Background: an optimization exercise with open tools, aiming at small area, a short achievable clock period and few clock cycles. Do not read the settings as production practice. Where RTL was checked, it was by simulation tests only, not by an equivalence proof against the original.

Design fft_radix2_top, start of the top module:
module fft_radix2_top #(
    parameter WIDTH = 16
)(
    input wire clk,
    input wire rst_n,
    input wire start,
    input wire signed [WIDTH*16-1:0] data_in_real,
    input wire signed [WIDTH*16-1:0] data_in_imag,
    output wire signed [WIDTH*16-1:0] data_out_real,
    output wire signed [WIDTH*16-1:0] data_out_imag,
    output wire done,
    output wire valid
);
==> module complex_subtractor, before the edit <==
module complex_subtractor #(
    parameter HI = 32766,
    parameter FAST = 1
)(
    input  [15:0] a,
    input  [15:0] b,
    output [15:0] y
);
    wire [15:0] bb = ~b;
    wire [15:0] r;
    wire cpos, cneg;
    genvar i;
    generate
        if (FAST) begin : pf
            wire [15:0] g = a & bb;
            wire [15:0] p = a ^ bb;
            wire [15:0] G, P;
            prefix_net #(.N(16)) pn (.g(g), .p(p), .G(G), .P(P));
            wire [16:0] c0 = {G, 1'b0};           
            wire [16:0] c1 = {G | P, 1'b1};       
            wire u16 = p[15] ^ c0[16];            
            wire u15 = p[15] ^ c0[15];
            wire t16 = p[15] ^ c1[16];
            wire t15 = p[15] ^ c1[15];
            wire [15:0] c = u16 ? c1[15:0] : c0[15:0];
            assign r = p ^ c;
            assign cpos = ~t16 & t15;             
            assign cneg = u16 & ~u15;             
        end else begin : rc
            wire [16:0] c;
            wire [15:0] u;
            assign c[0] = 1'b0;
            for (i = 0; i < 16; i = i + 1) begin : fa
                assign u[i] = a[i] ^ bb[i] ^ c[i];
                assign c[i+1] = (a[i] & bb[i]) | (a[i] & c[i]) | (bb[i] & c[i]);
            end
            wire u16 = a[15] ^ bb[15] ^ c[16];    
            wire [15:0] ones;                     
            assign ones[0] = 1'b1;
            for (i = 1; i < 16; i = i + 1) begin : an
                assign ones[i] = ones[i-1] & u[i-1];
            end
            assign r = u ^ (ones & {16{u16}});
            assign cpos = ~u16 & (u[15] | (&u[14:0]));    
            assign cneg = u16 & ~u[15];                   
        end
    endgenerate
    assign y = cpos ? HI[15:0] : cneg ? 16'h8001 : r;
endmodule
==> module fft_radix2_top, before the edit <==
module fft_radix2_top #(
    parameter WIDTH = 16
)(
    input wire clk,
    input wire rst_n,
    input wire start,
    input wire signed [WIDTH*16-1:0] data_in_real,
    input wire signed [WIDTH*16-1:0] data_in_imag,
    output wire signed [WIDTH*16-1:0] data_out_real,
    output wire signed [WIDTH*16-1:0] data_out_imag,
    output wire done,
    output wire valid
);
    localparam PRE = 1;    
    control_radix2 ctrl (.clk(clk), .rst_n(rst_n), .start(start), .done(done));
    assign valid = done;
    wire [255:0] p0r, p0i, f1r, f1i, b1r, b1i, p2r, p2i;
    wire [135:0] d1r, d1i, nr, ni;
    wire [127:0] qr, qi;
    wire [135:0] er, ei;
    twiddle_rom_radix2 #(.P(0), .FRONT(2)) pass0 (
        .vin_real(data_in_real), .vin_imag(data_in_imag), .din_real(136'd0), .din_imag(136'd0),
        .vout_real(p0r), .vout_imag(p0i), .dout_real(nr), .dout_imag(ni));
    twiddle_rom_radix2 #(.P(1), .FRONT(1), .PRE(PRE)) pass1f (
        .vin_real(p0r), .vin_imag(p0i), .din_real(136'd0), .din_imag(136'd0),
        .vout_real(f1r), .vout_imag(f1i), .dout_real(d1r), .dout_imag(d1i));
    register_bank #(.W(528)) mid (.clk(clk),
        .d({d1i, d1r, f1i[127:0], f1r[127:0]}),
        .q({ei, er, qi, qr}));
    twiddle_rom_radix2 #(.P(1), .FRONT(0), .PRE(PRE)) pass1b (
        .vin_real({128'd0, qr}), .vin_imag({128'd0, qi}), .din_real(er), .din_imag(ei),
        .vout_real(b1r), .vout_imag(b1i), .dout_real(), .dout_imag());
    twiddle_rom_radix2 #(.P(2), .FRONT(2)) pass2 (
        .vin_real(b1r), .vin_imag(b1i), .din_real(136'd0), .din_imag(136'd0),
        .vout_real(p2r), .vout_imag(p2i), .dout_real(), .dout_imag());
    twiddle_rom_radix2 #(.P(3), .FRONT(2)) pass3 (
        .vin_real(p2r), .vin_imag(p2i), .din_real(136'd0), .din_imag(136'd0),
        .vout_real(data_out_real), .vout_imag(data_out_imag), .dout_real(), .dout_imag());
endmodule
Settings: LEC_CHECK=0, ABC_AREA=1, CAP_MARGIN=20, CORE_MARGIN=2, CORE_UTILIZATION=40, SETUP_SLACK_MARGIN=5, SLEW_MARGIN=20; clock period 20.0 ns.
run.sh (not shown) runs the stock make flow with config.mk's settings and CLKGATE_MAP_FILE= SYNTH_SCRIPT=/design/flow/synth_recipe.tcl, a recipe that flattens the netlist after the stock synthesis.
Then changed:
--- a/flow/design.v
+++ b/flow/design.v
@@ -122,5 +122,5 @@
         end
     endgenerate
-    assign y = cpos ? HI[15:0] : cneg ? 16'h8001 : r;
+    assign y = (cpos | cneg) ? (cpos ? HI[15:0] : 16'h8001) : r;
 endmodule
 module complex_multiplier #(
@@ -5180,7 +5180,29 @@
         .vin_real(p0r), .vin_imag(p0i), .din_real(136'd0), .din_imag(136'd0),
         .vout_real(f1r), .vout_imag(f1i), .dout_real(d1r), .dout_imag(d1i));
-    register_bank #(.W(528)) mid (.clk(clk),
-        .d({d1i, d1r, f1i[127:0], f1r[127:0]}),
-        .q({ei, er, qi, qr}));
+    localparam LWR = PRE ? 132 : 128;
+    localparam LWI = PRE ? 128 : 128;
+    wire [LWR-1:0] lr, mr;
+    wire [LWI-1:0] li, mi;
+    genvar g;
+    generate
+        for (g = 0; g < 8; g = g + 1) begin : lane
+            if (PRE && (g % 2)) begin : st
+                localparam integer O = 16 * g + g / 2;
+                assign lr[O +: 17] = d1r[17*g +: 17];
+                assign li[16*g +: 16] = d1i[17*g + 1 +: 16];
+                assign er[17*g +: 17] = mr[O +: 17];
+                assign ei[17*g +: 17] = {mi[16*g +: 16], mr[O]};
+            end else begin : dd
+                localparam integer O = PRE ? 16 * g + g / 2 : 16 * g;
+                assign lr[O +: 16] = d1r[17*g +: 16];
+                assign li[16*g +: 16] = d1i[17*g +: 16];
+                assign er[17*g +: 17] = {mr[O+15], mr[O +: 16]};
+                assign ei[17*g +: 17] = {mi[16*g+15], mi[16*g +: 16]};
+            end
+        end
+    endgenerate
+    register_bank #(.W(256 + LWR + LWI)) mid (.clk(clk),
+        .d({li, lr, f1i[127:0], f1r[127:0]}),
+        .q({mi, mr, qi, qr}));
     twiddle_rom_radix2 #(.P(1), .FRONT(0), .PRE(PRE)) pass1b (
         .vin_real({128'd0, qr}), .vin_imag({128'd0, qi}), .din_real(er), .din_imag(ei),
Effect:
- global-route usage falls by 0.28 points
- cell area rose by about 0.8%
- hold slack got worse by 0.037 ns
- final cell count stays flat
- wire length increases by about 0.8%
- die area is higher by 1.0%
- setup slack is better by 0.060 ns
- core utilization barely changes
- first-iteration DRC count climbs by 4.2%
Testbench counts after the change, summed over its fixed seeds: cycles 384.
Only the layout flow was run in the first run of this note; the RTL was not checked for function there.

[port drivers added, routing unchanged]
How much do the figures lean on ideal ports? The routed layouts below were timed once more, with nothing changed but the port constraints. Step 1: set_driving_cell puts a clkbuf_16 on clk and a buf_2 on each other input, an assumption about the parent block. Step 2 adds t to the input delays and takes it off the output delays; t is the mean of the earliest and latest rising clock arrival at the registers after step 1. Input paths then give back, and output paths get back, about the clock's delay inside the block. a / b / c = no drivers / after step 1 / after step 2; a / b = the first two.
run	shift t [ns]	slack for setup (ns)	worst setup path at the end	latest minus earliest clock arrival (ns)
the first run	0.824	5.088 / 4.972 / 4.544	input to register	0.042 / 0.042
the second run	0.831	5.148 / 5.024 / 4.521	input to register	0.078 / 0.078
After both steps every run listed still meets setup and hold. The setup slack of the second run, which loses most, moves by -0.124 ns with the drivers and by -0.627 ns with both steps.
